From an optimization exercise on the open Yosys and OpenROAD flow, aimed at small area, a short achievable clock period and few clock cycles; shortcuts taken in it are not production practice. Only simulation tests tie the RTL to the original design; equivalence was not proved. Power is estimated from default activity; no workload was simulated.

File: design/flow/design.v
module LMFE ( clk, reset, Din, in_en, busy, out_valid, Dout, mem_cen, mem_wen, mem_addr, mem_d, mem_q);
input   clk;
input   reset;
input   in_en;
output  busy;
output  out_valid;
input   [7:0]  Din;
output  [7:0]  Dout;
output  mem_cen;
output  mem_wen;
output  [9:0]  mem_addr;
output  [7:0]  mem_d;
input   [7:0]  mem_q;
localparam S_PRE = 2'd0, S_RUN = 2'd1, S_FIN = 2'd2;
reg  [1:0]  state;
reg  [14:0] ldpos;       
reg  [2:0]  k;           
reg         busy_r, outv_r, cen_r, wen_r, seldin_r, accf;
reg  [9:0]  addr_r;
reg  [7:0]  din_r, dout_r;
assign busy      = busy_r;
assign out_valid = outv_r;
assign Dout      = dout_r;
assign mem_cen   = cen_r;
assign mem_wen   = wen_r;
assign mem_addr  = addr_r;
assign mem_d     = din_r;
wire [7:0] row6  = ldpos[14:7];
wire [6:0] ldcol = ldpos[6:0];
wire run = (state == S_RUN);
wire pre = (state == S_PRE);
wire [8:0] rr = {1'b0, row6} + {6'b0, k} - 9'd6;
wire rr_ok = ~rr[8] & ~rr[7];
  reg [7:0] P0;
  reg [7:0] P1;
  reg [7:0] P2;
  reg [7:0] P3;
  reg [7:0] P4;
  reg [7:0] P5;
  reg [7:0] P6;
  reg [7:0] P7;
  reg [7:0] P8;
  reg [7:0] P9;
  reg [7:0] P10;
  reg [7:0] P11;
  reg [7:0] P12;
  reg [7:0] P13;
  reg [7:0] P14;
  reg [7:0] P15;
  reg [7:0] P16;
  reg [7:0] P17;
  reg [7:0] P18;
  reg [7:0] P19;
  reg [7:0] P20;
  reg [7:0] P21;
  reg [7:0] P22;
  reg [7:0] P23;
  reg [7:0] P24;
  reg [7:0] P25;
  reg [7:0] P26;
  reg [7:0] P27;
  reg [7:0] P28;
  reg [7:0] P29;
  reg [7:0] P30;
  reg [7:0] P31;
  reg [7:0] P32;
  reg [7:0] P33;
  reg [7:0] P34;
  reg [7:0] P35;
  reg [7:0] P36;
  reg [7:0] P37;
  reg [7:0] P38;
  reg [7:0] P39;
  reg [7:0] P40;
  reg [7:0] P41;
  reg [7:0] P42;
  reg [7:0] P43;
  reg [7:0] P44;
  reg [7:0] P45;
  reg [7:0] P46;
  reg [7:0] P47;
  reg [7:0] P48;
  reg [7:0] P49;
  reg [7:0] P50;
  reg [7:0] P51;
  reg [7:0] P52;
  reg [7:0] P53;
  reg [7:0] P54;
  reg [7:0] P55;
  reg [7:0] P56;
  reg [7:0] P57;
  reg [7:0] P58;
  reg [7:0] P59;
  reg [7:0] P60;
  reg [7:0] P61;
  reg [7:0] P62;
wire [7:0] bus = seldin_r ? (in_en ? Din : 8'd0) : (cen_r ? 8'd0 : mem_q);
reg  [7:0] bus_rot;
always @(*) begin
  case (k)
      3'd0: bus_rot = {bus[7], bus[5], bus[4], bus[3], bus[2], bus[1], bus[0], bus[6]};
      3'd1: bus_rot = {bus[7], bus[1], bus[0], bus[6], bus[5], bus[4], bus[3], bus[2]};
      3'd2: bus_rot = {bus[7], bus[4], bus[3], bus[2], bus[1], bus[0], bus[6], bus[5]};
      3'd3: bus_rot = {bus[7], bus[0], bus[6], bus[5], bus[4], bus[3], bus[2], bus[1]};
      3'd4: bus_rot = {bus[7], bus[3], bus[2], bus[1], bus[0], bus[6], bus[5], bus[4]};
      3'd5: bus_rot = {bus[7], bus[6], bus[5], bus[4], bus[3], bus[2], bus[1], bus[0]};
      3'd6: bus_rot = {bus[7], bus[2], bus[1], bus[0], bus[6], bus[5], bus[4], bus[3]};
    default: bus_rot = bus;
  endcase
end
always @(posedge clk) begin
    P0 <= bus_rot;
    P1 <= P0;
    P2 <= P1;
    P3 <= P2;
    P4 <= P3;
    P5 <= P4;
    P6 <= P5;
    P7 <= P6;
    P8 <= P7;
    P9 <= P8;
    P10 <= P9;
    P11 <= P10;
    P12 <= P11;
    P13 <= P12;
    P14 <= P13;
    P15 <= P14;
    P16 <= P15;
    P17 <= P16;
    P18 <= P17;
    P19 <= P18;
    P20 <= P19;
    P21 <= P20;
    P22 <= P21;
    P23 <= P22;
    P24 <= P23;
    P25 <= P24;
    P26 <= P25;
    P27 <= P26;
    P28 <= P27;
    P29 <= P28;
    P30 <= P29;
    P31 <= P30;
    P32 <= P31;
    P33 <= P32;
    P34 <= P33;
    P35 <= P34;
    P36 <= P35;
    P37 <= P36;
    P38 <= P37;
    P39 <= P38;
    P40 <= P39;
    P41 <= P40;
    P42 <= P41;
    P43 <= P42;
    P44 <= P43;
    P45 <= P44;
    P46 <= P45;
    P47 <= P46;
    P48 <= P47;
    P49 <= P48;
    P50 <= P49;
    P51 <= P50;
    P52 <= P51;
    P53 <= P52;
    P54 <= P53;
    P55 <= P54;
    P56 <= P55;
    P57 <= P56;
    P58 <= P57;
    P59 <= P58;
    P60 <= P59;
    P61 <= P60;
    P62 <= P61;
end
wire [6:0] fcn = ldcol - 7'd3;      
reg  [6:0] colact;                  
reg  [4:0] k0;                      
always @(*) begin
  case (fcn)
    7'd0:   begin colact = 7'b0001111; k0 = 5'd4;  end
    7'd1:   begin colact = 7'b0011111; k0 = 5'd11; end
    7'd2:   begin colact = 7'b0111111; k0 = 5'd18; end
    7'd125: begin colact = 7'b1111110; k0 = 5'd18; end
    7'd126: begin colact = 7'b1111100; k0 = 5'd11; end
    7'd127: begin colact = 7'b1111000; k0 = 5'd4;  end
    default: begin colact = 7'b1111111; k0 = 5'd25; end
  endcase
end
wire [48:0] msb;
  assign msb[0] = P0[7];
  assign msb[1] = P1[7];
  assign msb[2] = P2[7];
  assign msb[3] = P3[7];
  assign msb[4] = P4[7];
  assign msb[5] = P5[7];
  assign msb[6] = P6[7];
  assign msb[7] = P7[7];
  assign msb[8] = P8[7];
  assign msb[9] = P9[7];
  assign msb[10] = P10[7];
  assign msb[11] = P11[7];
  assign msb[12] = P12[7];
  assign msb[13] = P13[7];
  assign msb[14] = P14[7];
  assign msb[15] = P15[7];
  assign msb[16] = P16[7];
  assign msb[17] = P17[7];
  assign msb[18] = P18[7];
  assign msb[19] = P19[7];
  assign msb[20] = P20[7];
  assign msb[21] = P21[7];
  assign msb[22] = P22[7];
  assign msb[23] = P23[7];
  assign msb[24] = P24[7];
  assign msb[25] = P25[7];
  assign msb[26] = P26[7];
  assign msb[27] = P27[7];
  assign msb[28] = P28[7];
  assign msb[29] = P29[7];
  assign msb[30] = P30[7];
  assign msb[31] = P31[7];
  assign msb[32] = P32[7];
  assign msb[33] = P33[7];
  assign msb[34] = P34[7];
  assign msb[35] = P35[7];
  assign msb[36] = P36[7];
  assign msb[37] = P37[7];
  assign msb[38] = P38[7];
  assign msb[39] = P39[7];
  assign msb[40] = P40[7];
  assign msb[41] = P41[7];
  assign msb[42] = P42[7];
  assign msb[43] = P43[7];
  assign msb[44] = P44[7];
  assign msb[45] = P45[7];
  assign msb[46] = P46[7];
  assign msb[47] = P47[7];
  assign msb[48] = P48[7];
reg  [2:0] ccr;                            
reg  [2:0] CC0, CC1, CC2, CC3, CC4, CC5;    
reg  [5:0] sreg;                           
reg  [6:0] colact_n;                      
reg  [4:0] k0_n;
reg  [2:0] ccsel;
always @(*) begin
  case (k)
    3'd1:    ccsel = colact_n[2] ? CC1 : 3'd0;
    3'd2:    ccsel = colact_n[3] ? CC2 : 3'd0;
    3'd3:    ccsel = colact_n[4] ? CC3 : 3'd0;
    3'd4:    ccsel = colact_n[5] ? CC4 : 3'd0;
    3'd5:    ccsel = colact_n[6] ? CC5 : 3'd0;
    3'd6:    ccsel = colact_n[0] ? ccr : 3'd0;
    default: ccsel = 3'd0;
  endcase
end
wire [5:0] sbase = (k == 3'd1) ? (colact_n[1] ? {3'b0, CC0} : 6'd0) : sreg;
wire [5:0] snext = sbase + {3'b0, ccsel};
wire [5:0] sfin  = sreg + {3'b0, colact_n[0] ? ccr : 3'd0};    
always @(posedge clk) begin
  ccr <= ((k == 3'd0) ? 3'd0 : ccr) + {2'b0, ~bus[7]};
  if (k == 3'd0) begin
    CC0 <= ccr; CC1 <= CC0; CC2 <= CC1; CC3 <= CC2; CC4 <= CC3; CC5 <= CC4;
  end
  sreg <= snext;
  if (k == 3'd0) begin
    colact_n <= colact;
    k0_n     <= k0;
  end
end
wire e7 = colact_n[0] & ~msb[0];               
wire [5:0] z7 = sreg + {5'b0, e7};
reg lt0, lt1;
always @(posedge clk) begin
  lt0 <= (sfin < {1'b0, k0_n});
  lt1 <= (sfin < {1'b0, k0_n} - 6'd1);
end
wire d7 = e7 ? lt1 : lt0;                       
wire [5:0] minit = d7 ? (z7 - {1'b0, k0_n}) : (6'd0 - {1'b0, k0_n});
wire [48:0] act;
  assign act[0] = colact_n[0];
  assign act[1] = colact_n[0];
  assign act[2] = colact_n[0];
  assign act[3] = colact_n[0];
  assign act[4] = colact_n[0];
  assign act[5] = colact_n[0];
  assign act[6] = colact_n[0];
  assign act[7] = colact_n[1];
  assign act[8] = colact_n[1];
  assign act[9] = colact_n[1];
  assign act[10] = colact_n[1];
  assign act[11] = colact_n[1];
  assign act[12] = colact_n[1];
  assign act[13] = colact_n[1];
  assign act[14] = colact_n[2];
  assign act[15] = colact_n[2];
  assign act[16] = colact_n[2];
  assign act[17] = colact_n[2];
  assign act[18] = colact_n[2];
  assign act[19] = colact_n[2];
  assign act[20] = colact_n[2];
  assign act[21] = colact_n[3];
  assign act[22] = colact_n[3];
  assign act[23] = colact_n[3];
  assign act[24] = colact_n[3];
  assign act[25] = colact_n[3];
  assign act[26] = colact_n[3];
  assign act[27] = colact_n[3];
  assign act[28] = colact_n[4];
  assign act[29] = colact_n[4];
  assign act[30] = colact_n[4];
  assign act[31] = colact_n[4];
  assign act[32] = colact_n[4];
  assign act[33] = colact_n[4];
  assign act[34] = colact_n[4];
  assign act[35] = colact_n[5];
  assign act[36] = colact_n[5];
  assign act[37] = colact_n[5];
  assign act[38] = colact_n[5];
  assign act[39] = colact_n[5];
  assign act[40] = colact_n[5];
  assign act[41] = colact_n[5];
  assign act[42] = colact_n[6];
  assign act[43] = colact_n[6];
  assign act[44] = colact_n[6];
  assign act[45] = colact_n[6];
  assign act[46] = colact_n[6];
  assign act[47] = colact_n[6];
  assign act[48] = colact_n[6];
wire [48:0] finit = act & ~(msb ^ {49{d7}});
wire init = run & (k == 3'd0);
wire [61:0] tap;
  assign tap[0] = P0[0];
  assign tap[1] = P1[3];
  assign tap[2] = P2[6];
  assign tap[3] = P3[2];
  assign tap[4] = P4[5];
  assign tap[5] = P5[1];
  assign tap[6] = P6[4];
  assign tap[7] = P7[0];
  assign tap[8] = P8[3];
  assign tap[9] = P9[6];
  assign tap[10] = P10[2];
  assign tap[11] = P11[5];
  assign tap[12] = P12[1];
  assign tap[13] = P13[4];
  assign tap[14] = P14[0];
  assign tap[15] = P15[3];
  assign tap[16] = P16[6];
  assign tap[17] = P17[2];
  assign tap[18] = P18[5];
  assign tap[19] = P19[1];
  assign tap[20] = P20[4];
  assign tap[21] = P21[0];
  assign tap[22] = P22[3];
  assign tap[23] = P23[6];
  assign tap[24] = P24[2];
  assign tap[25] = P25[5];
  assign tap[26] = P26[1];
  assign tap[27] = P27[4];
  assign tap[28] = P28[0];
  assign tap[29] = P29[3];
  assign tap[30] = P30[6];
  assign tap[31] = P31[2];
  assign tap[32] = P32[5];
  assign tap[33] = P33[1];
  assign tap[34] = P34[4];
  assign tap[35] = P35[0];
  assign tap[36] = P36[3];
  assign tap[37] = P37[6];
  assign tap[38] = P38[2];
  assign tap[39] = P39[5];
  assign tap[40] = P40[1];
  assign tap[41] = P41[4];
  assign tap[42] = P42[0];
  assign tap[43] = P43[3];
  assign tap[44] = P44[6];
  assign tap[45] = P45[2];
  assign tap[46] = P46[5];
  assign tap[47] = P47[1];
  assign tap[48] = P48[4];
  assign tap[49] = P49[0];
  assign tap[50] = P50[3];
  assign tap[51] = P51[6];
  assign tap[52] = P52[2];
  assign tap[53] = P53[5];
  assign tap[54] = P54[1];
  assign tap[55] = P55[4];
  assign tap[56] = P56[0];
  assign tap[57] = P57[3];
  assign tap[58] = P58[6];
  assign tap[59] = P59[2];
  assign tap[60] = P60[5];
  assign tap[61] = P61[1];
wire [62:0] tapl;
  assign tapl[0] = 1'b0;
  assign tapl[1] = P1[0];
  assign tapl[2] = P2[3];
  assign tapl[3] = P3[6];
  assign tapl[4] = P4[2];
  assign tapl[5] = P5[5];
  assign tapl[6] = P6[1];
  assign tapl[7] = P7[4];
  assign tapl[8] = P8[0];
  assign tapl[9] = P9[3];
  assign tapl[10] = P10[6];
  assign tapl[11] = P11[2];
  assign tapl[12] = P12[5];
  assign tapl[13] = P13[1];
  assign tapl[14] = P14[4];
  assign tapl[15] = P15[0];
  assign tapl[16] = P16[3];
  assign tapl[17] = P17[6];
  assign tapl[18] = P18[2];
  assign tapl[19] = P19[5];
  assign tapl[20] = P20[1];
  assign tapl[21] = P21[4];
  assign tapl[22] = P22[0];
  assign tapl[23] = P23[3];
  assign tapl[24] = P24[6];
  assign tapl[25] = P25[2];
  assign tapl[26] = P26[5];
  assign tapl[27] = P27[1];
  assign tapl[28] = P28[4];
  assign tapl[29] = P29[0];
  assign tapl[30] = P30[3];
  assign tapl[31] = P31[6];
  assign tapl[32] = P32[2];
  assign tapl[33] = P33[5];
  assign tapl[34] = P34[1];
  assign tapl[35] = P35[4];
  assign tapl[36] = P36[0];
  assign tapl[37] = P37[3];
  assign tapl[38] = P38[6];
  assign tapl[39] = P39[2];
  assign tapl[40] = P40[5];
  assign tapl[41] = P41[1];
  assign tapl[42] = P42[4];
  assign tapl[43] = P43[0];
  assign tapl[44] = P44[3];
  assign tapl[45] = P45[6];
  assign tapl[46] = P46[2];
  assign tapl[47] = P47[5];
  assign tapl[48] = P48[1];
  assign tapl[49] = P49[4];
  assign tapl[50] = P50[0];
  assign tapl[51] = P51[3];
  assign tapl[52] = P52[6];
  assign tapl[53] = P53[2];
  assign tapl[54] = P54[5];
  assign tapl[55] = P55[1];
  assign tapl[56] = P56[4];
  assign tapl[57] = P57[0];
  assign tapl[58] = P58[3];
  assign tapl[59] = P59[6];
  assign tapl[60] = P60[2];
  assign tapl[61] = P61[5];
  assign tapl[62] = P62[1];
reg  [62:0] F0;
reg  [5:0] M0;
reg  [6:0] R0;
reg  [62:0] F1;
reg  [5:0] M1;
reg  [6:0] R1;
wire [62:0] Flast = F1;
wire [5:0] mlast = M1;
wire [6:0] Rlast = R1;
wire [61:0] xc = F0[61:0] & ~tap;
wire [6:0] y;
wire [5:0] mfirst = M0;
  wire c0_1;
  wire c0_2;
  assign c0_1 = xc[0] ^ xc[1] ^ xc[2];
  assign c0_2 = (xc[0] & xc[1]) | (xc[0] & xc[2]) | (xc[1] & xc[2]);
  wire c0_3;
  wire c0_4;
  assign c0_3 = xc[3] ^ xc[4] ^ xc[5];
  assign c0_4 = (xc[3] & xc[4]) | (xc[3] & xc[5]) | (xc[4] & xc[5]);
  wire c0_5;
  wire c0_6;
  assign c0_5 = xc[6] ^ xc[7] ^ xc[8];
  assign c0_6 = (xc[6] & xc[7]) | (xc[6] & xc[8]) | (xc[7] & xc[8]);
  wire c0_7;
  wire c0_8;
  assign c0_7 = xc[9] ^ xc[10] ^ xc[11];
  assign c0_8 = (xc[9] & xc[10]) | (xc[9] & xc[11]) | (xc[10] & xc[11]);
  wire c0_9;
  wire c0_10;
  assign c0_9 = xc[12] ^ xc[13] ^ xc[14];
  assign c0_10 = (xc[12] & xc[13]) | (xc[12] & xc[14]) | (xc[13] & xc[14]);
  wire c0_11;
  wire c0_12;
  assign c0_11 = xc[15] ^ xc[16] ^ xc[17];
  assign c0_12 = (xc[15] & xc[16]) | (xc[15] & xc[17]) | (xc[16] & xc[17]);
  wire c0_13;
  wire c0_14;
  assign c0_13 = xc[18] ^ xc[19] ^ xc[20];
  assign c0_14 = (xc[18] & xc[19]) | (xc[18] & xc[20]) | (xc[19] & xc[20]);
  wire c0_15;
  wire c0_16;
  assign c0_15 = xc[21] ^ xc[22] ^ xc[23];
  assign c0_16 = (xc[21] & xc[22]) | (xc[21] & xc[23]) | (xc[22] & xc[23]);
  wire c0_17;
  wire c0_18;
  assign c0_17 = xc[24] ^ xc[25] ^ xc[26];
  assign c0_18 = (xc[24] & xc[25]) | (xc[24] & xc[26]) | (xc[25] & xc[26]);
  wire c0_19;
  wire c0_20;
  assign c0_19 = xc[27] ^ xc[28] ^ xc[29];
  assign c0_20 = (xc[27] & xc[28]) | (xc[27] & xc[29]) | (xc[28] & xc[29]);
  wire c0_21;
  wire c0_22;
  assign c0_21 = xc[30] ^ xc[31] ^ xc[32];
  assign c0_22 = (xc[30] & xc[31]) | (xc[30] & xc[32]) | (xc[31] & xc[32]);
  wire c0_23;
  wire c0_24;
  assign c0_23 = xc[33] ^ xc[34] ^ xc[35];
  assign c0_24 = (xc[33] & xc[34]) | (xc[33] & xc[35]) | (xc[34] & xc[35]);
  wire c0_25;
  wire c0_26;
  assign c0_25 = xc[36] ^ xc[37] ^ xc[38];
  assign c0_26 = (xc[36] & xc[37]) | (xc[36] & xc[38]) | (xc[37] & xc[38]);
  wire c0_27;
  wire c0_28;
  assign c0_27 = xc[39] ^ xc[40] ^ xc[41];
  assign c0_28 = (xc[39] & xc[40]) | (xc[39] & xc[41]) | (xc[40] & xc[41]);
  wire c0_29;
  wire c0_30;
  assign c0_29 = xc[42] ^ xc[43] ^ xc[44];
  assign c0_30 = (xc[42] & xc[43]) | (xc[42] & xc[44]) | (xc[43] & xc[44]);
  wire c0_31;
  wire c0_32;
  assign c0_31 = xc[45] ^ xc[46] ^ xc[47];
  assign c0_32 = (xc[45] & xc[46]) | (xc[45] & xc[47]) | (xc[46] & xc[47]);
  wire c0_33;
  wire c0_34;
  assign c0_33 = xc[48] ^ xc[49] ^ xc[50];
  assign c0_34 = (xc[48] & xc[49]) | (xc[48] & xc[50]) | (xc[49] & xc[50]);
  wire c0_35;
  wire c0_36;
  assign c0_35 = xc[51] ^ xc[52] ^ xc[53];
  assign c0_36 = (xc[51] & xc[52]) | (xc[51] & xc[53]) | (xc[52] & xc[53]);
  wire c0_37;
  wire c0_38;
  assign c0_37 = xc[54] ^ xc[55] ^ xc[56];
  assign c0_38 = (xc[54] & xc[55]) | (xc[54] & xc[56]) | (xc[55] & xc[56]);
  wire c0_39;
  wire c0_40;
  assign c0_39 = xc[57] ^ xc[58] ^ xc[59];
  assign c0_40 = (xc[57] & xc[58]) | (xc[57] & xc[59]) | (xc[58] & xc[59]);
  wire c0_41;
  wire c0_42;
  assign c0_41 = xc[60] ^ xc[61] ^ mfirst[0];
  assign c0_42 = (xc[60] & xc[61]) | (xc[60] & mfirst[0]) | (xc[61] & mfirst[0]);
  wire c0_43;
  wire c0_44;
  assign c0_43 = c0_1 ^ c0_3 ^ c0_5;
  assign c0_44 = (c0_1 & c0_3) | (c0_1 & c0_5) | (c0_3 & c0_5);
  wire c0_45;
  wire c0_46;
  assign c0_45 = c0_7 ^ c0_9 ^ c0_11;
  assign c0_46 = (c0_7 & c0_9) | (c0_7 & c0_11) | (c0_9 & c0_11);
  wire c0_47;
  wire c0_48;
  assign c0_47 = c0_13 ^ c0_15 ^ c0_17;
  assign c0_48 = (c0_13 & c0_15) | (c0_13 & c0_17) | (c0_15 & c0_17);
  wire c0_49;
  wire c0_50;
  assign c0_49 = c0_19 ^ c0_21 ^ c0_23;
  assign c0_50 = (c0_19 & c0_21) | (c0_19 & c0_23) | (c0_21 & c0_23);
  wire c0_51;
  wire c0_52;
  assign c0_51 = c0_25 ^ c0_27 ^ c0_29;
  assign c0_52 = (c0_25 & c0_27) | (c0_25 & c0_29) | (c0_27 & c0_29);
  wire c0_53;
  wire c0_54;
  assign c0_53 = c0_31 ^ c0_33 ^ c0_35;
  assign c0_54 = (c0_31 & c0_33) | (c0_31 & c0_35) | (c0_33 & c0_35);
  wire c0_55;
  wire c0_56;
  assign c0_55 = c0_37 ^ c0_39 ^ c0_41;
  assign c0_56 = (c0_37 & c0_39) | (c0_37 & c0_41) | (c0_39 & c0_41);
  wire c0_57;
  wire c0_58;
  assign c0_57 = c0_2 ^ c0_4 ^ c0_6;
  assign c0_58 = (c0_2 & c0_4) | (c0_2 & c0_6) | (c0_4 & c0_6);
  wire c0_59;
  wire c0_60;
  assign c0_59 = c0_8 ^ c0_10 ^ c0_12;
  assign c0_60 = (c0_8 & c0_10) | (c0_8 & c0_12) | (c0_10 & c0_12);
  wire c0_61;
  wire c0_62;
  assign c0_61 = c0_14 ^ c0_16 ^ c0_18;
  assign c0_62 = (c0_14 & c0_16) | (c0_14 & c0_18) | (c0_16 & c0_18);
  wire c0_63;
  wire c0_64;
  assign c0_63 = c0_20 ^ c0_22 ^ c0_24;
  assign c0_64 = (c0_20 & c0_22) | (c0_20 & c0_24) | (c0_22 & c0_24);
  wire c0_65;
  wire c0_66;
  assign c0_65 = c0_26 ^ c0_28 ^ c0_30;
  assign c0_66 = (c0_26 & c0_28) | (c0_26 & c0_30) | (c0_28 & c0_30);
  wire c0_67;
  wire c0_68;
  assign c0_67 = c0_32 ^ c0_34 ^ c0_36;
  assign c0_68 = (c0_32 & c0_34) | (c0_32 & c0_36) | (c0_34 & c0_36);
  wire c0_69;
  wire c0_70;
  assign c0_69 = c0_38 ^ c0_40 ^ c0_42;
  assign c0_70 = (c0_38 & c0_40) | (c0_38 & c0_42) | (c0_40 & c0_42);
  wire c0_71;
  wire c0_72;
  assign c0_71 = c0_43 ^ c0_45 ^ c0_47;
  assign c0_72 = (c0_43 & c0_45) | (c0_43 & c0_47) | (c0_45 & c0_47);
  wire c0_73;
  wire c0_74;
  assign c0_73 = c0_49 ^ c0_51 ^ c0_53;
  assign c0_74 = (c0_49 & c0_51) | (c0_49 & c0_53) | (c0_51 & c0_53);
  wire c0_75;
  wire c0_76;
  assign c0_75 = c0_44 ^ c0_46 ^ c0_48;
  assign c0_76 = (c0_44 & c0_46) | (c0_44 & c0_48) | (c0_46 & c0_48);
  wire c0_77;
  wire c0_78;
  assign c0_77 = c0_50 ^ c0_52 ^ c0_54;
  assign c0_78 = (c0_50 & c0_52) | (c0_50 & c0_54) | (c0_52 & c0_54);
  wire c0_79;
  wire c0_80;
  assign c0_79 = c0_56 ^ c0_57 ^ c0_59;
  assign c0_80 = (c0_56 & c0_57) | (c0_56 & c0_59) | (c0_57 & c0_59);
  wire c0_81;
  wire c0_82;
  assign c0_81 = c0_61 ^ c0_63 ^ c0_65;
  assign c0_82 = (c0_61 & c0_63) | (c0_61 & c0_65) | (c0_63 & c0_65);
  wire c0_83;
  wire c0_84;
  assign c0_83 = c0_67 ^ c0_69 ^ mfirst[1];
  assign c0_84 = (c0_67 & c0_69) | (c0_67 & mfirst[1]) | (c0_69 & mfirst[1]);
  wire c0_85;
  wire c0_86;
  assign c0_85 = c0_58 ^ c0_60 ^ c0_62;
  assign c0_86 = (c0_58 & c0_60) | (c0_58 & c0_62) | (c0_60 & c0_62);
  wire c0_87;
  wire c0_88;
  assign c0_87 = c0_64 ^ c0_66 ^ c0_68;
  assign c0_88 = (c0_64 & c0_66) | (c0_64 & c0_68) | (c0_66 & c0_68);
  wire c0_89;
  wire c0_90;
  assign c0_89 = c0_70 ^ mfirst[2];
  assign c0_90 = c0_70 & mfirst[2];
  wire c0_91;
  wire c0_92;
  assign c0_91 = c0_71 ^ c0_73 ^ c0_55;
  assign c0_92 = (c0_71 & c0_73) | (c0_71 & c0_55) | (c0_73 & c0_55);
  wire c0_93;
  wire c0_94;
  assign c0_93 = c0_72 ^ c0_74 ^ c0_75;
  assign c0_94 = (c0_72 & c0_74) | (c0_72 & c0_75) | (c0_74 & c0_75);
  wire c0_95;
  wire c0_96;
  assign c0_95 = c0_77 ^ c0_79 ^ c0_81;
  assign c0_96 = (c0_77 & c0_79) | (c0_77 & c0_81) | (c0_79 & c0_81);
  wire c0_97;
  wire c0_98;
  assign c0_97 = c0_76 ^ c0_78 ^ c0_80;
  assign c0_98 = (c0_76 & c0_78) | (c0_76 & c0_80) | (c0_78 & c0_80);
  wire c0_99;
  wire c0_100;
  assign c0_99 = c0_82 ^ c0_84 ^ c0_85;
  assign c0_100 = (c0_82 & c0_84) | (c0_82 & c0_85) | (c0_84 & c0_85);
  wire c0_101;
  wire c0_102;
  assign c0_101 = c0_87 ^ c0_89;
  assign c0_102 = c0_87 & c0_89;
  wire c0_103;
  wire c0_104;
  assign c0_103 = c0_86 ^ c0_88 ^ c0_90;
  assign c0_104 = (c0_86 & c0_88) | (c0_86 & c0_90) | (c0_88 & c0_90);
  wire c0_105;
  wire c0_106;
  assign c0_105 = c0_92 ^ c0_93 ^ c0_95;
  assign c0_106 = (c0_92 & c0_93) | (c0_92 & c0_95) | (c0_93 & c0_95);
  wire c0_107;
  wire c0_108;
  assign c0_107 = c0_94 ^ c0_96 ^ c0_97;
  assign c0_108 = (c0_94 & c0_96) | (c0_94 & c0_97) | (c0_96 & c0_97);
  wire c0_109;
  wire c0_110;
  assign c0_109 = c0_99 ^ c0_101;
  assign c0_110 = c0_99 & c0_101;
  wire c0_111;
  wire c0_112;
  assign c0_111 = c0_98 ^ c0_100 ^ c0_102;
  assign c0_112 = (c0_98 & c0_100) | (c0_98 & c0_102) | (c0_100 & c0_102);
  wire c0_113;
  wire c0_114;
  assign c0_113 = c0_103 ^ mfirst[3];
  assign c0_114 = c0_103 & mfirst[3];
  reg [14:0] pr0;
  always @(posedge clk) pr0 <= {mfirst[5], mfirst[4], c0_104, c0_114, c0_112, c0_113, c0_111, c0_110, c0_108, c0_109, c0_107, c0_106, c0_83, c0_105, c0_91};
  wire cz_1;
  wire cz_2;
  assign cz_1 = pr0[3] ^ pr0[4] ^ pr0[5];
  assign cz_2 = (pr0[3] & pr0[4]) | (pr0[3] & pr0[5]) | (pr0[4] & pr0[5]);
  wire cz_3;
  wire cz_4;
  assign cz_3 = pr0[6] ^ pr0[7] ^ pr0[8];
  assign cz_4 = (pr0[6] & pr0[7]) | (pr0[6] & pr0[8]) | (pr0[7] & pr0[8]);
  wire cz_5;
  wire cz_6;
  assign cz_5 = pr0[10] ^ pr0[11] ^ pr0[12];
  assign cz_6 = (pr0[10] & pr0[11]) | (pr0[10] & pr0[12]) | (pr0[11] & pr0[12]);
  wire cz_7;
  wire cz_8;
  assign cz_7 = cz_2 ^ cz_3 ^ pr0[9];
  assign cz_8 = (cz_2 & cz_3) | (cz_2 & pr0[9]) | (cz_3 & pr0[9]);
  wire cz_9;
  wire cz_10;
  assign cz_9 = cz_4 ^ cz_5 ^ pr0[13];
  assign cz_10 = (cz_4 & cz_5) | (cz_4 & pr0[13]) | (cz_5 & pr0[13]);
  wire cz_11;
  wire cz_12;
  assign cz_11 = cz_10 ^ cz_6 ^ pr0[14];
  assign cz_12 = (cz_10 & cz_6) | (cz_10 & pr0[14]) | (cz_6 & pr0[14]);
  wire [6:0] ya = {cz_12, cz_11, cz_8, cz_7, cz_1, pr0[1], pr0[0]};
  wire [6:0] yb = {1'b0, 1'b0, cz_9, 1'b0, 1'b0, pr0[2], 1'b0};
  assign y = ya + yb;
wire d = ~y[6];
wire [62:0] Fu = Flast & ~(tapl ^ {63{d}});
always @(posedge clk) begin
  F1 <= {F0[61:0], 1'b0};
  M1 <= M0;
  R1 <= R0;
  if (init) begin
    F0 <= {{(63-50){1'b0}}, finit, 1'b0};
    M0 <= minit;
    R0 <= {6'b0, d7};
    dout_r <= {Rlast, d};
  end else begin
    F0 <= {Fu[61:0], 1'b0};
    M0 <= d ? y[5:0] : mlast;
    R0 <= {Rlast[5:0], d};
  end
end
always @(posedge clk or posedge reset) begin
  if (reset) begin
    state    <= S_PRE;
    ldpos    <= 15'd0;
    k        <= 3'd0;
    busy_r   <= 1'b0;
    outv_r   <= 1'b0;
    cen_r    <= 1'b1;
    wen_r    <= 1'b1;
    seldin_r <= 1'b0;
  end else begin
    outv_r   <= 1'b0;
    seldin_r <= 1'b0;
    case (state)
      S_PRE: begin
        busy_r <= 1'b0;
        cen_r  <= ~in_en;
        wen_r  <= 1'b0;
        if (in_en) begin
          ldpos <= ldpos + 15'd1;
          if (ldpos == 15'd383) begin
            state    <= S_RUN;
            k        <= 3'd0;
            seldin_r <= 1'b1;
          end
        end
      end
      S_RUN: begin
        k        <= (k == 3'd6) ? 3'd0 : k + 3'd1;
        busy_r   <= ~((k == 3'd6) && (ldpos < 15'd16383));
        seldin_r <= (k == 3'd6);
        if (k == 3'd6) begin
          cen_r <= ~accf;
          wen_r <= 1'b0;
          ldpos <= ldpos + 15'd1;
        end else begin
          cen_r <= ~rr_ok;
          wen_r <= 1'b1;
        end
        if (k == 3'd0) begin
          outv_r <= (ldpos >= 15'd390);
          if (ldpos == 15'd16773) state <= S_FIN;
        end
      end
      default: begin
        busy_r <= 1'b1;
        cen_r  <= 1'b1;
        wen_r  <= 1'b1;
      end
    endcase
  end
end
always @(posedge clk) begin
  if ((pre || (run && k == 3'd0)) && in_en) din_r <= Din;
  if (run && k == 3'd0) accf <= in_en;
  if (pre || (run && k == 3'd6)) addr_r <= ldpos[9:0];
  else if (run) addr_r <= {rr[2:0], ldcol};
end
endmodule
File: design/flow/flow/run.sh
#!/bin/bash
# The standard layout (the standard.sh, unchanged synthesis script and
# settings from config.mk), except that Yosys does not extract full-adder
# cells: with ADDER_MAP_FILE empty, ORFS's synth.tcl skips extract_fa, so ABC
# maps the adder trees from plain gates (faster than sky130 fa_1 cells).
# Registers are unaffected.
set -euo pipefail
export ADDER_MAP_FILE=
bash standard.sh > standard.log 2>&1
File: design/flow/standard.sh
#!/bin/bash
# synth_recipe.tcl (not shown) runs the flow's synth.tcl, then flattens the netlist and writes it again
# the make line also repeats each setting of config.mk as NAME=value (left out here)
make -C /OpenROAD-flow-scripts/flow DESIGN_CONFIG=/design/flow/config.mk WORK_HOME=/design/flow/orfs CLKGATE_MAP_FILE= SYNTH_SCRIPT=/design/flow/synth_recipe.tcl "${@:-finish}"
File: design/flow/config.mk
export PLATFORM = sky130hd
export DESIGN_NAME = LMFE
export DESIGN_NICKNAME = LMFE
export VERILOG_FILES = /design/flow/design.v
export SDC_FILE = /design/flow/constraint.sdc
export NUM_CORES = 4
export LEC_CHECK = 0
export CAP_MARGIN = 20
export CORE_MARGIN = 2
export CORE_UTILIZATION = 40
export CTS_BUF_LIST = sky130_fd_sc_hd__clkbuf_16
export CTS_CLUSTER_DIAMETER = 60
export CTS_CLUSTER_SIZE = 30
export SETUP_SLACK_MARGIN = 2.7
export SLEW_MARGIN = 20
File: design/flow/constraint.sdc
create_clock -name core_clock -period 6.0 [get_ports {clk}]
set_input_delay 1.2000 -clock core_clock [delete_from_list [all_inputs] [get_ports {clk}]]
set_output_delay 1.2000 -clock core_clock [all_outputs]
set_load 0.01 [all_outputs]
==> summary.txt, run 1 <==
status timing/DRC/antenna clean; Worst Max-Slew Pin Slew 0.971 ns; met1 global-route usage 17.1%; maximum buffer depth of the clock tree 3; area share of the leading cell type in the synthesized netlist 59.3%; Worst setup EP type flip-flop; most frequent cell after synthesis sky130_fd_sc_hd__dfxtp_1; CP peak stage delay 0.46 ns; net total in the final layout 1,733; detailed-routing iteration count for the pre-antenna-repair pass 5; Clock Root Buffer sky130_fd_sc_hd__clkbuf_16; die width 236 um; max-capacitance violation count 0; Sinks on Clock Net 717; Syn Area/Cell 12.9 um2; final setup slack of the worst path 2.85 ns; Cell Pwr Density 359 mW/mm2; total of buffers placed on input and output ports 48; Arrival @ worst endpoint 3.66 ns; number of placed cells counting well taps 2,354; clock buffer count from CTS 40; Achievable Freq 317 MHz; starting density of the core 40.7%; Max Clock Skew 0.0317 ns; number of fillers in the final layout 4,735; Seq/Total Area, Yosys 69.9%; most used standard cells in the synthesized netlist 637 x sky130_fd_sc_hd__dfxtp_1, 137 x sky130_fd_sc_hd__xor2_1, 121 x sky130_fd_sc_hd__xnor2_1; pin count of the biggest net entering global routing 82; count of vias placed by the detailed router 11,220; GR Util met2 21.8%; final weighted congestion of routability-driven global placement 0.825; first-pass GRT wire length 58.1 mm; relative max-transition margin 34.9%; cell types occupying the most area after synthesis sky130_fd_sc_hd__dfxtp_1 59%, sky130_fd_sc_hd__edfxtp_1 7.7%, sky130_fd_sc_hd__xor2_1 5.6%, sky130_fd_sc_hd__xnor2_1 4.9%, sky130_fd_sc_hd__dfrtp_1 2.7%; maximum fanout encountered on the critical timing path 23; CTS tree built; netlist area before placement 0.0215 mm2; HPWL after DPL 23.8 mm; Total Neg Setup Slack 0 ns; area of all placed cells without fillers 0.0242 mm2; Post-Synthesis Cells 1,669; remaining antenna violation count 0; remaining routing DRC violations 0; Area growth, synth to finish 12.5%; Die Area 0.0556 mm2; unrepaired setup endpoints after global routing no; total design power 8.69 mW; area inside the core boundary 0.0529 mm2; launching element type of the critical path flip-flop; endpoints failing setup 0; Placement Cell Area 0.0227 mm2; EDFF count, synth 55; clock edge transition at the registers on the reported setup and hold paths 0.11 ns; path type of the worst setup path flip-flop to flip-flop; GRT Total Usage 13.0%; leakage power total 9.78 nW; Iteration-0 DRC Markers 574; grt met3 use 2.27%; hold violation total from the final report 0; nets in the synthesized netlist 1,688; drt wl/cell 15.1 um; DIE HEIGHT 236 um; via-per-instance ratio 4.62; area taken by flip-flops and latches 0.0150 mm2; number of antenna violations at the first check in global routing 0; data required time at the worst endpoint 6.50 ns; gr ovfl total 0; cell type with the highest aggregate area in the netlist sky130_fd_sc_hd__dfxtp_1; CTS H-tree lvls 2; IR drop worst, VDD 0.250 mV; DRT Wirelength 36.7 mm; class of the tightest hold or removal check flip-flop to flip-flop; via count of the first global-routing pass 11,111; fin crit period 3.15 ns; Most Used Layer, Global Route met2; worst setup slack after placement 2.43 ns; count of placed standard cells in the final layout, fillers left out 2,430; Synth Flop Type sky130_fd_sc_hd__dfxtp_1; number of distinct library cell variants in the gate-level netlist after synthesis 66; Tcrit/Tclk final 52.6%; fraction of layout cells with a size suffix above 1 5.51%; I/O pin cnt 49; Rows 84; count of warnings emitted by yosys 1; async set-reset flop share out of synthesis 3.49%; Ant. Diodes 0; library cell contributing the largest single delay on the critical path sky130_fd_sc_hd__xnor3_1; Skew-Pair Late Insertion Delay 0.60 ns; flop and latch count out of synthesis 717; Cell Chain, Critical Path xnor3_1, xnor2_2, mux2i_1, nand2_1, a21oi_2, maj3_2, and3_1, nor4_4, buf_4, buf_12, xor2_1, a32o_1; multi-input combinational cell area 0.00619 mm2; total count of max-transition violations in the final report 0
-- cell type report --
cell class                      instances  area share, %
Clock buffer                           41           4.24
Clock inverter                         29           1.58
Inverter                               25          0.388
Multi-Input combinational cell        872           25.6
Sequential cell                       717           62.2
Tap cell                              688           3.56
Timing Repair Buffer                   58           2.48
-- layout by cell type (no fill, tap or decap), types with 5 or more instances in the layout --
cell type	synthesis	final
sky130_fd_sc_hd__dfxtp_1	637	637
sky130_fd_sc_hd__nand4_1	6	6
sky130_fd_sc_hd__xnor2_1	121	121
sky130_fd_sc_hd__a31oi_1	9	9
sky130_fd_sc_hd__edfxtp_1	55	55
sky130_fd_sc_hd__xor2_1	137	137
sky130_fd_sc_hd__a21oi_1	42	41
sky130_fd_sc_hd__or3_1	5	5
sky130_fd_sc_hd__o211ai_1	5	5
sky130_fd_sc_hd__nor2_1	80	80
sky130_fd_sc_hd__clkbuf_16	0	42
sky130_fd_sc_hd__nor3_1	12	12
sky130_fd_sc_hd__nand2b_1	14	14
sky130_fd_sc_hd__clkdlybuf4s50_1	0	48
sky130_fd_sc_hd__mux2i_1	12	11
sky130_fd_sc_hd__nor2b_1	69	69
sky130_fd_sc_hd__o21ai_0	48	48
sky130_fd_sc_hd__and3_1	25	25
sky130_fd_sc_hd__a31o_1	7	7
sky130_fd_sc_hd__nand2_1	85	84
sky130_fd_sc_hd__nand3_1	24	24
sky130_fd_sc_hd__inv_1	21	23
sky130_fd_sc_hd__inv_12	0	7
sky130_fd_sc_hd__xnor3_1	6	6
sky130_fd_sc_hd__buf_4	2	5
sky130_fd_sc_hd__maj3_1	49	49
sky130_fd_sc_hd__or2_2	5	5
sky130_fd_sc_hd__a22oi_1	6	6
sky130_fd_sc_hd__a32o_1	40	40
sky130_fd_sc_hd__dfrtp_1	23	21
sky130_fd_sc_hd__and2_1	18	18
-- cells by family after synthesis --
kind of cell | share of synthesized area (%)
mux | 0.611
buf+inv | 1.54
compound gates | 6.00
fa+ha+maj | 2.33
simple gates | 8.31
flops | 69.9
xor+xnor | 11.3
-- flip-flops by register name, indices dropped and copies added (netlist names), 10 cells and up --
signal / flops
pr0: 14
F1: 59
ldpos: 15
addr_r: 10
F0: 61
-- report_power, final --
part | switching, mW | internal, mW | total [mW]
registers | 0.146 | 5.04 | 5.18
logic | 0.204 | 0.200 | 0.404
clock network | 1.70 | 1.40 | 3.10
total | 2.05 | 6.64 | 8.69
-- layer usage --
metal  part of all wire [%]  vias up  routed length, um
met1                     47     5336              17300
met5                      0        -                  0
met2                     47      173              17200
met4                    2.3        0                831
met3                    3.6       59               1320
li1                       -     5652                  -
-- critical path, delay by kind of cell (launching register included) --
kind	cells	cell delay, ns
AOI/OAI and AO/OA	2	0.33
xor gates and xnor gates	3	0.83
adders and majority gates	1	0.34
buffers and inverters	2	0.42
DFF	1	0.35
muxes	1	0.11
and+or+nand+nor	3	0.69
-- metrics by stage --
step | hold WS (ns) | utilization, %
finish | 0.302 | 45.8
global route | 0.304 | 45.8
CTS | 0.308 | 45.6
detailed placement | 0.312 | 42.9
global placement | 0.310 | 42.9
floorplan | 0.310 | -
-- final timing paths --
kind                            slack [ns]  depth (start not counted)  endpoint  startpoint
worst max-delay path                  2.85                         12    F0[34]      pr0[7]
worst min register to register        0.30                          0    P26[4]      P25[4]
worst min-delay path                  0.30                          0    P26[4]      P25[4]
min in group asynchronous             0.93                          2  ldpos[3]       reset
max in group asynchronous             4.52                          3     cen_r       reset
worst max register to register        2.85                         12    F0[34]      pr0[7]
-- repair_timing --
| action | 4_1_cts | 5_1_grt |
|---|---|---|
| resized for setup | 4 | 10 |
| cloned | 0 | 2 |
| buffers inserted | 0 | 3 |
| setup endpoints to repair | 49 | 63 |
| pin swaps | 0 | 2 |
| hold buffers | 0 | 0 |
Testbench counts, summed over its fixed seeds: cycles 1,381,296.
==> run 2: changes to the inputs <==
--- a/design/flow/config.mk
+++ b/design/flow/config.mk
@@ -11,5 +11,5 @@
 export CTS_BUF_LIST = sky130_fd_sc_hd__clkbuf_16
 export CTS_CLUSTER_DIAMETER = 60
 export CTS_CLUSTER_SIZE = 30
-export SETUP_SLACK_MARGIN = 2.7
+export SETUP_SLACK_MARGIN = 3.7
 export SLEW_MARGIN = 20
==> run 2 against run 1 <==
  * Maximum frequency is 6.6% higher
  * Clock skew down 0.0088 ns
  * Largest cell class unchanged
  * Still clean
  * Critical path type unchanged
  * Synthesized cell count unchanged
  * Worst setup slack improved by 0.19 ns
  * Cell count up 2.6%
  * Wire length up 9.2%
  * Critical endpoint is now F0[36]
==> summary.txt, run 2 <==
class of the tightest hold or removal check flip-flop to flip-flop; Reg with most FFs F0; Seq/Total Area, Yosys 69.9%; CTS tree built; net total in the final layout 1,799; final weighted congestion of routability-driven global placement 0.818; Post-Synthesis Cells 1,669; Tcrit/Tclk final 49.3%; Max Clock Skew 0.0229 ns; remaining antenna violation count 0; leading cell type in the layout, fill and taps excluded sky130_fd_sc_hd__dfxtp_1; Sinks on Clock Net 717; Die Area 0.0556 mm2; most used standard cells in the synthesized netlist 637 x sky130_fd_sc_hd__dfxtp_1, 137 x sky130_fd_sc_hd__xor2_1, 121 x sky130_fd_sc_hd__xnor2_1; Syn Area/Cell 12.9 um2; leakage power total 10.6 nW; HPWL after DPL 24.7 mm; async set-reset flop share out of synthesis 3.49%; Clock Root Buffer sky130_fd_sc_hd__clkbuf_16; most frequent cell after synthesis sky130_fd_sc_hd__dfxtp_1; Achievable Freq 338 MHz; Area growth, synth to finish 21.2%; launching element type of the critical path flip-flop; Worst setup EP type flip-flop; Hold Slack 0.311 ns; via-per-instance ratio 4.70; area inside the core boundary 0.0529 mm2; Worst Max-Slew Pin Slew 0.936 ns; max-capacitance violation count 0; Arrival @ worst endpoint 3.44 ns; netlist area before placement 0.0215 mm2; unrepaired setup endpoints after global routing yes; cell type with the highest aggregate area in the netlist sky130_fd_sc_hd__dfxtp_1; pin count of the biggest net entering global routing 66; max reg flops 61; GRT Total Usage 13.8%; fin crit period 2.96 ns; first-pass GRT wire length 61.5 mm; Ant. Diodes 0; count of vias placed by the detailed router 11,713; most used cells in the layout excluding fill and tap cells 596 x sky130_fd_sc_hd__dfxtp_1, 125 x sky130_fd_sc_hd__xor2_1, 80 x sky130_fd_sc_hd__xnor2_1; Rows 84; largest registers F0 (61), F1 (59), ldpos (15); nets in the synthesized netlist 1,688; status timing/DRC/antenna clean; Cell Pwr Density 339 mW/mm2; IR drop worst, VDD 0.234 mV; number of fillers in the final layout 4,586; starting density of the core 40.7%; maximum buffer depth of the clock tree 3; DRT Wirelength 40.0 mm; Iteration-0 DRC Markers 648; number of antenna violations at the first check in global routing 0; flop and latch count out of synthesis 717; path type of the worst setup path flip-flop to flip-flop; Skew-Pair Late Insertion Delay 0.59 ns; total count of max-transition violations in the final report 0; fraction of layout cells with a size suffix above 1 23.7%; clock edge transition at the registers on the reported setup and hold paths 0.10 ns; final core utilization 49.3%; via count of the first global-routing pass 11,658; area share of the leading cell type in the synthesized netlist 59.3%; relative max-transition margin 37.2%; endpoints failing setup 0; DIE HEIGHT 236 um; count of placed standard cells in the final layout, fillers left out 2,494; cell types occupying the most area after synthesis sky130_fd_sc_hd__dfxtp_1 59%, sky130_fd_sc_hd__edfxtp_1 7.7%, sky130_fd_sc_hd__xor2_1 5.6%, sky130_fd_sc_hd__xnor2_1 4.9%, sky130_fd_sc_hd__dfrtp_1 2.7%; detailed-routing iteration count for the pre-antenna-repair pass 5; maximum fanout encountered on the critical timing path 16; gr ovfl total 0; remaining routing DRC violations 0; number of distinct library cell variants in the gate-level netlist after synthesis 66; EDFF count, synth 55; drt wl/cell 16.1 um; CTS H-tree lvls 2; Synth Flop Type sky130_fd_sc_hd__dfxtp_1; die width 236 um; number of placed cells counting well taps 2,354; clock buffer count from CTS 39; hold violation total from the final report 0; total of buffers placed on input and output ports 48; I/O pin cnt 49; data required time at the worst endpoint 6.48 ns; count of warnings emitted by yosys 1; Total Neg Setup Slack 0 ns
## run 2: layout make-up
type | count | area [um2] | area share, %
inverters | 25 | 128 | 0.490
repair buffers | 126 | 1210 | 4.64
clock buffers | 42 | 1050 | 4.03
clock inverters | 25 | 404 | 1.55
multi-input cells | 871 | 7320 | 28.1
flip-flops and latches | 717 | 15100 | 57.9
well taps | 688 | 861 | 3.30
## run 2: repair_timing
action / CTS / global route
pin swaps: 64 / 96
hold buffers: 0 / 0
gates resized for setup: 283 / 127
setup buffers: 44 / 21
setup endpoints to repair: 197 / 142
hold endpoints to repair: 0 / 0
cloned: 4 / 4
## run 2: kinds of logic after synthesis
| family | Yosys count | share of synthesized area (%) |
|---|---|---|
| mux | 13 | 0.611 |
| fa+ha+maj | 50 | 2.33 |
| compound gates | 186 | 6.00 |
| simple gates | 356 | 8.31 |
| flops | 717 | 69.9 |
| buf+inv | 81 | 1.54 |
| xor+xnor | 266 | 11.3 |
## run 2: per-stage QoR
| step | instance area, um2 | worst slack, ns | power [mW] |
|---|---|---|---|
| after floorplan | 21700 | 3.21 | 5.54 |
| after global placement | 22900 | 2.57 | 5.69 |
| after detailed placement | 22900 | 2.48 | 5.70 |
| after CTS | 25200 | 3.04 | 8.92 |
| after global routing | 26100 | 2.83 | 9.17 |
| final | 26100 | 3.04 | 8.84 |
## run 2: worst max-delay path, cell delays in order, from the launching register on
cell and delay, ns:
sky130_fd_sc_hd__dfxtp_2 0.34, sky130_fd_sc_hd__xnor3_1 0.43, sky130_fd_sc_hd__xnor2_2 0.23, sky130_fd_sc_hd__mux2i_1 0.21, sky130_fd_sc_hd__nand2_1 0.08, sky130_fd_sc_hd__a21oi_2 0.16, sky130_fd_sc_hd__maj3_2 0.24, sky130_fd_sc_hd__nor2_2 0.06
sky130_fd_sc_hd__nor4_4 0.31, sky130_fd_sc_hd__buf_6 0.24, sky130_fd_sc_hd__buf_16 0.21, sky130_fd_sc_hd__xor2_1 0.09, sky130_fd_sc_hd__a32o_1 0.26
## run 2: per-layer routing
| metal | track usage [%] | vias up | routed length (um) |
|---|---|---|---|
| li1 | - | 5792 | - |
| met1 | 18.1 | 5658 | 18500 |
| met2 | 23.3 | 191 | 19000 |
| met3 | 2.12 | 72 | 1380 |
| met4 | 4.92 | 0 | 1150 |
| met5 | 0 | - | 0 |
## run 2: power breakdown
group / internal [mW] / switching (mW)
logic: 0.203 / 0.225
registers: 5.04 / 0.149
clock network: 1.54 / 1.68
## run 2: worst paths after layout
check / slack [ns] / endpoint / cells past startpoint / from
min in group asynchronous: 1.01 / outv_r / 2 / reset
hold / removal: 0.31 / P7[5] / 0 / P6[5]
max in group asynchronous: 4.49 / k[2] / 2 / reset
setup / recovery: 3.04 / F0[36] / 12 / pr0[8]
hold reg to reg: 0.31 / P7[5] / 0 / P6[5]
setup reg to reg: 3.04 / F0[36] / 12 / pr0[8]
==> run 3: changes to the inputs <==
--- a/design/flow/config.mk
+++ b/design/flow/config.mk
@@ -11,5 +11,5 @@
 export CTS_BUF_LIST = sky130_fd_sc_hd__clkbuf_16
 export CTS_CLUSTER_DIAMETER = 60
 export CTS_CLUSTER_SIZE = 30
-export SETUP_SLACK_MARGIN = 3.7
+export SETUP_SLACK_MARGIN = 3.4
 export SLEW_MARGIN = 20
==> run 3 against run 2 <==
  * Register-to-register slack worse by 0.04 ns
  * Synthesized cell count stayed put
  * Largest cell class unchanged
  * Still clean on timing, DRC and antenna
  * Maximum frequency is 1.4% lower
==> summary.txt, run 3 <==
flop and latch count out of synthesis 717; CTS tree built; netlist area before placement 0.0215 mm2; number of antenna violations at the first check in global routing 0; detailed-routing iteration count for the pre-antenna-repair pass 5; leading cell type in the layout, fill and taps excluded sky130_fd_sc_hd__dfxtp_1; number of fillers in the final layout 4,621; async set-reset flop share out of synthesis 3.49%; cell types occupying the most area after synthesis sky130_fd_sc_hd__dfxtp_1 59%, sky130_fd_sc_hd__edfxtp_1 7.7%, sky130_fd_sc_hd__xor2_1 5.6%, sky130_fd_sc_hd__xnor2_1 4.9%, sky130_fd_sc_hd__dfrtp_1 2.7%; data required time at the worst endpoint 6.49 ns; Skew-Pair Late Insertion Delay 0.60 ns; status timing/DRC/antenna clean; final weighted congestion of routability-driven global placement 0.851; Max Clock Skew 0.0336 ns; DRT Wirelength 39.2 mm; fraction of layout cells with a size suffix above 1 15.4%; starting density of the core 40.7%; first-pass GRT wire length 61.1 mm; largest registers F0 (61), F1 (59), ldpos (15); Arrival @ worst endpoint 3.50 ns; met1 global-route usage 18.1%; I/O pin cnt 49; worst setup slack after placement 2.33 ns; leakage power total 10.3 nW; Total Neg Setup Slack 0 ns; clock edge transition at the registers on the reported setup and hold paths 0.11 ns; drt wl/cell 15.8 um; relative max-transition margin 35.2%; final core utilization 47.9%; most used cells in the layout excluding fill and tap cells 626 x sky130_fd_sc_hd__dfxtp_1, 125 x sky130_fd_sc_hd__xor2_1, 101 x sky130_fd_sc_hd__xnor2_1; most frequent cell after synthesis sky130_fd_sc_hd__dfxtp_1; Area growth, synth to finish 17.7%; endpoints failing setup 0; Clock Root Buffer sky130_fd_sc_hd__clkbuf_16; Achievable Freq 333 MHz; Worst setup EP type flip-flop; GR Util met2 22.8%; remaining routing DRC violations 0; Rows 84; Iteration-0 DRC Markers 609; fin crit period 3.00 ns; HPWL after DPL 24.5 mm; Post-Synthesis Cells 1,669; CTS Hold Buffers Added 0; Worst Max-Slew Pin Slew 0.971 ns; gr ovfl total 0; DIE HEIGHT 236 um; Reg with most FFs F0; class of the tightest hold or removal check flip-flop to flip-flop; Most Used Layer, Global Route met2; final setup slack of the worst path 3.00 ns; total count of max-transition violations in the final report 0; Synth Flop Type sky130_fd_sc_hd__dfxtp_1; remaining antenna violation count 0; number of distinct library cell variants in the gate-level netlist after synthesis 66; launching element type of the critical path flip-flop; via-per-instance ratio 4.66; CTS H-tree lvls 2; number of placed cells counting well taps 2,353; die width 236 um; Sinks on Clock Net 717; unrepaired setup endpoints after global routing yes; net total in the final layout 1,784; Seq/Total Area, Yosys 69.9%; area share of the leading cell type in the synthesized netlist 59.3%; count of warnings emitted by yosys 1; clock buffer count from CTS 40; hold violation total from the final report 0; max-capacitance violation count 0; cell type with the highest aggregate area in the netlist sky130_fd_sc_hd__dfxtp_1; Ant. Diodes 0; GRT Total Usage 13.7%; total of buffers placed on input and output ports 48; Syn Area/Cell 12.9 um2; pin count of the biggest net entering global routing 82; via count of the first global-routing pass 11,372; path type of the worst setup path flip-flop to flip-flop; nets in the synthesized netlist 1,688; most used standard cells in the synthesized netlist 637 x sky130_fd_sc_hd__dfxtp_1, 137 x sky130_fd_sc_hd__xor2_1, 121 x sky130_fd_sc_hd__xnor2_1; grt met3 use 2.49%; EDFF count, synth 55; Cell Pwr Density 346 mW/mm2; IR drop worst, VDD 0.206 mV; Tcrit/Tclk final 50.1%; count of placed standard cells in the final layout, fillers left out 2,482; max reg flops 61; maximum buffer depth of the clock tree 3; maximum fanout encountered on the critical timing path 12; count of vias placed by the detailed router 11,560; Die Area 0.0556 mm2; area inside the core boundary 0.0529 mm2
[run 3: layer usage]
metal	up-vias	part of all wire, %
met2	190	48
met1	5541	47
met5	-	0
met4	0	2.1
li1	5769	-
met3	60	3.8
[run 3: layout make-up]
| type | instances | area [um2] | area share, % |
|---|---|---|---|
| inverter | 25 | 106 | 0.420 |
| tap | 688 | 861 | 3.40 |
| sequential | 717 | 15100 | 59.5 |
| multi-input combinational | 871 | 6760 | 26.7 |
| timing repair buffer | 110 | 1110 | 4.37 |
| clock inverter | 29 | 382 | 1.51 |
| clock buffer | 42 | 1050 | 4.15 |
[run 3: kinds of logic after synthesis]
kind of cell               share of synthesized area [%]
DFF                                                 69.9
and+or+nand+nor                                     8.31
xor gates and xnor gates                            11.3
AOI/OAI and AO/OA                                   6.00
buffers and inverters                               1.54
adders and majority gates                           2.33
muxes                                              0.611
[run 3: timing repair]
item,4_1_cts,5_1_grt
endpoints found under the setup margin,136,89
cloned,4,3
pin swaps,30,64
resized for setup,109,105
buffers inserted,33,18
[run 3: path summary, 6_finish.rpt]
| path | from | to | slack (ns) | cells after the start |
|---|---|---|---|---|
| min in group asynchronous | reset | ldpos[14] | 1.13 | 2 |
| worst min-delay path | P31[1] | P32[1] | 0.31 | 0 |
| worst max-delay path | pr0[8] | F0[17] | 3.00 | 12 |
| max in group asynchronous | reset | k[1] | 4.18 | 2 |
| worst min register to register | P31[1] | P32[1] | 0.31 | 0 |
| worst max register to register | pr0[8] | F0[17] | 3.00 | 12 |
[run 3: per-stage QoR]
stage	hold slack, ns	area [um2]	total power, mW
finish	0.312	25300	8.76
global route	0.308	25300	9.10
CTS	0.306	24700	8.82
detailed placement	0.312	22700	5.70
global placement	0.310	22700	5.69
floorplan	0.310	21500	5.53
[run 3: power breakdown]
group	switching [mW]	total (mW)	internal [mW]	leakage, nW
clock	1.72	3.15	1.44	0.699
sequential	0.147	5.18	5.04	6.09
combinational	0.221	0.417	0.196	3.54
total	2.09	8.76	6.67	10.3
[run 3: worst max-delay path, cell delays in order, from the launching register on]
cell and delay, ns:
sky130_fd_sc_hd__dfxtp_2 0.34, sky130_fd_sc_hd__xnor3_1 0.44, sky130_fd_sc_hd__xnor2_2 0.18, sky130_fd_sc_hd__mux2i_1 0.22, sky130_fd_sc_hd__nand2_1 0.09, sky130_fd_sc_hd__a21oi_2 0.20
sky130_fd_sc_hd__maj3_2 0.30, sky130_fd_sc_hd__nor2_4 0.05, sky130_fd_sc_hd__nor4_4 0.30, sky130_fd_sc_hd__buf_6 0.23, sky130_fd_sc_hd__clkbuf_16 0.22, sky130_fd_sc_hd__xor2_1 0.09
sky130_fd_sc_hd__a32o_1 0.25
==> run 4: changes to the inputs <==
--- a/design/flow/config.mk
+++ b/design/flow/config.mk
@@ -11,5 +11,5 @@
 export CTS_BUF_LIST = sky130_fd_sc_hd__clkbuf_16
 export CTS_CLUSTER_DIAMETER = 60
 export CTS_CLUSTER_SIZE = 30
-export SETUP_SLACK_MARGIN = 3.4
+export SETUP_SLACK_MARGIN = 3.1
 export SLEW_MARGIN = 20
==> run 4 against run 3 <==
  * Still clean
  * Register-to-register slack gained 0.09 ns
  * First-iteration DRC count decreased by 8.4%
  * Sequential power about the same
  * Worst hold slack worse by 0.011 ns
  * Cell count down 1.1%
  * Power decreased by 0.52%
  * Cell area down 2.6%
  * Critical path type unchanged
==> summary.txt, run 4 <==
most frequent cell after synthesis sky130_fd_sc_hd__dfxtp_1; EDFF count, synth 55; nets in the synthesized netlist 1,688; number of antenna violations at the first check in global routing 0; area inside the core boundary 0.0529 mm2; class of the tightest hold or removal check flip-flop to flip-flop; leading cell type in the layout, fill and taps excluded sky130_fd_sc_hd__dfxtp_1; endpoints failing setup 0; Area growth, synth to finish 14.7%; count of vias placed by the detailed router 11,401; Syn Area/Cell 12.9 um2; via count of the first global-routing pass 11,230; Achievable Freq 343 MHz; drt wl/cell 15.4 um; status timing/DRC/antenna clean; cell type with the highest aggregate area in the netlist sky130_fd_sc_hd__dfxtp_1; CTS H-tree lvls 2; hold violation total from the final report 0; Max Clock Skew 0.0352 ns; maximum fanout encountered on the critical timing path 6; data required time at the worst endpoint 6.55 ns; Worst Max-Slew Pin Slew 0.955 ns; maximum buffer depth of the clock tree 3; remaining antenna violation count 0; count of warnings emitted by yosys 1; area share of the leading cell type in the synthesized netlist 59.3%; cell types occupying the most area after synthesis sky130_fd_sc_hd__dfxtp_1 59%, sky130_fd_sc_hd__edfxtp_1 7.7%, sky130_fd_sc_hd__xor2_1 5.6%, sky130_fd_sc_hd__xnor2_1 4.9%, sky130_fd_sc_hd__dfrtp_1 2.7%; net total in the final layout 1,758; Tcrit/Tclk final 48.6%; fraction of layout cells with a size suffix above 1 8.26%; final weighted congestion of routability-driven global placement 0.825; most used standard cells in the synthesized netlist 637 x sky130_fd_sc_hd__dfxtp_1, 137 x sky130_fd_sc_hd__xor2_1, 121 x sky130_fd_sc_hd__xnor2_1; Die Area 0.0556 mm2; total count of max-transition violations in the final report 0; area of all placed cells without fillers 0.0247 mm2; library cell contributing the largest single delay on the critical path sky130_fd_sc_hd__xnor3_2; Skew-Pair Late Insertion Delay 0.60 ns; clock edge transition at the registers on the reported setup and hold paths 0.11 ns; via-per-instance ratio 4.64; max reg flops 61; netlist area before placement 0.0215 mm2; Arrival @ worst endpoint 3.47 ns; flop and latch count out of synthesis 717; Sinks on Clock Net 717; Worst setup EP type flip-flop; total of buffers placed on input and output ports 48; pin count of the biggest net entering global routing 82; IR drop worst, VDD 0.250 mV; Reg with most FFs F0; launching element type of the critical path flip-flop; Post-Synthesis Cells 1,669; Iteration-0 DRC Markers 558; first-pass GRT wire length 59.7 mm; Placement Cell Area 0.0227 mm2; Rows 84; DIE HEIGHT 236 um; starting density of the core 40.7%; most used cells in the layout excluding fill and tap cells 634 x sky130_fd_sc_hd__dfxtp_1, 134 x sky130_fd_sc_hd__xor2_1, 118 x sky130_fd_sc_hd__xnor2_1; clock buffer count from CTS 40; path type of the worst setup path flip-flop to flip-flop; fin crit period 2.92 ns; max-capacitance violation count 0; detailed-routing iteration count for the pre-antenna-repair pass 4; leakage power total 10.0 nW; I/O pin cnt 49; number of fillers in the final layout 4,709; number of distinct library cell variants in the gate-level netlist after synthesis 66; Synth Flop Type sky130_fd_sc_hd__dfxtp_1; Ant. Diodes 0; largest registers F0 (61), F1 (59), ldpos (15); Cell Pwr Density 353 mW/mm2; die width 236 um; CTS tree built; remaining routing DRC violations 0; async set-reset flop share out of synthesis 3.49%; Seq/Total Area, Yosys 69.9%; DRT Wirelength 37.8 mm; Clock Root Buffer sky130_fd_sc_hd__clkbuf_16; CP peak stage delay 0.47 ns; relative max-transition margin 35.1%; gr ovfl total 0; Cell Chain, Critical Path xnor3_2, xnor2_4, mux2i_1, nand2_1, a21oi_2, maj3_2, and3_4, nor4_4, buf_6, buf_12, buf_16, xor2_1, a32o_1; HPWL after DPL 23.8 mm; GRT Total Usage 13.5%; unrepaired setup endpoints after global routing yes; Total Neg Setup Slack 0 ns
run 4: cell types whose count changed in the layout (fill, tap and decap cells not counted), sizes merged:
cell,change
clkdlybuf4s15,-1
clkdlybuf4s50,+28
clkinvlp,-2
clkinv,+5
mux2i,+1
inv,-3
clkbuf,-3
buf,-26
dlymetal6s2s,+1
dlygate4sd2,-27
run 4: where the power goes:
group	internal [mW]	leakage [nW]	switching [mW]	total (mW)
sequential	5.04	6.09	0.146	5.18
combinational	0.219	3.23	0.211	0.430
clock	1.40	0.686	1.69	3.10
total	6.66	10.0	2.05	8.71
run 4: stage by stage:
step,worst slack [ns],hold WS [ns],utilization [%],power [mW],cells
5_1_grt,2.95,0.296,46.7,9.05,2455
2_1_floorplan,3.10,0.310,-,5.53,1669
4_1_cts,3.03,0.308,46.1,8.80,2437
3_3_place_gp,2.54,0.310,42.9,5.68,2354
3_5_place_dp,2.43,0.312,42.9,5.70,2354
6_report,3.08,0.301,46.7,8.71,2455
run 4: worst paths after layout:
path                            startpoint        to  slack (ns)  cells after the start
worst max register to register      pr0[7]    F0[30]        3.08                     13
worst max-delay path                pr0[7]    F0[30]        3.08                     13
max in group asynchronous            reset     cen_r        4.52                      3
worst min register to register      P25[4]    P26[4]        0.30                      0
worst min-delay path                P25[4]    P26[4]        0.30                      0
min in group asynchronous            reset  ldpos[3]        0.93                      2
run 4: cells by family after synthesis:
kind of cell / after synthesis / share of synthesized area, %
buf+inv: 81 / 1.54
fa+ha+maj: 50 / 2.33
simple gates: 356 / 8.31
mux: 13 / 0.611
compound gates: 186 / 6.00
xor+xnor: 266 / 11.3
flops: 717 / 69.9
run 4: final cells by class:
class | count | area [um2] | area share (%)
Tap cell | 688 | 861 | 3.49
Sequential cell | 717 | 15000 | 61.0
Clock inverter | 29 | 383 | 1.55
Timing Repair Buffer | 83 | 948 | 3.84
Clock buffer | 41 | 1030 | 4.16
Multi-Input combinational cell | 872 | 6300 | 25.6
Inverter | 25 | 98.8 | 0.401
run 4: repair_timing:
action / in CTS / in global routing
endpoints found under the hold margin: 0 / 0
setup buffers: 8 / 15
gates cloned: 5 / 2
hold buffers: 0 / 0
pin swaps: 7 / 30
gates resized for setup: 30 / 20
setup endpoints to repair: 96 / 74
run 4: routing by layer:
metal  wire [um]  vias up  part of all wire (%)  GRT usage [%]
li1            -     5714                     -              -
met1       17700     5446                    47           17.6
met5           0        -                     0              0
met4         811        0                   2.1           4.23
met2       17800      187                    47           22.7
met3        1380       54                   3.7           2.24
run 4: worst max-delay path, delay by kind of cell, from the launching register on:
family,cells,cell delay (ns)
XOR/XNOR,3,0.81
AO/OA/AOI/OAI,2,0.24
adder cells (fa/ha/maj),1,0.35
flip-flops,1,0.34
multiplexers,1,0.13
AND/OR/NAND/NOR,3,0.56
buffers and inverters,3,0.46

## what the ideal ports hide
In the flow no input, the clock included, has a driving cell. The finished layouts below were timed again as built, in two steps. Step 1: set_driving_cell puts a clkbuf_16 on clk and a buf_2 on each other input, an assumption about the parent block. Step 2 adds t to the input delays and takes it off the output delays; t is the mean of the earliest and latest rising clock arrival at the registers after step 1. Input paths then give back, and output paths get back, about the clock's delay inside the block. Three values: no drivers, after step 1, after step 2; two values: the first two.
run | t, ns | setup WS [ns] | slew at the worst register clock pin (ns)
run 1 | 0.637 | 2.845 / 2.845 / 2.611 | 0.11 / 0.11
run 2 | 0.633 | 3.040 / 3.040 / 3.040 | 0.10 / 0.10
run 3 | 0.635 | 2.996 / 2.996 / 2.877 | 0.11 / 0.11
run 4 | 0.638 | 3.082 / 3.082 / 2.823 | 0.11 / 0.11
After both steps setup and hold are still met in every run listed. The setup slack of run 4, which loses most, moves by 0.000 ns with the drivers and by -0.259 ns with both steps.
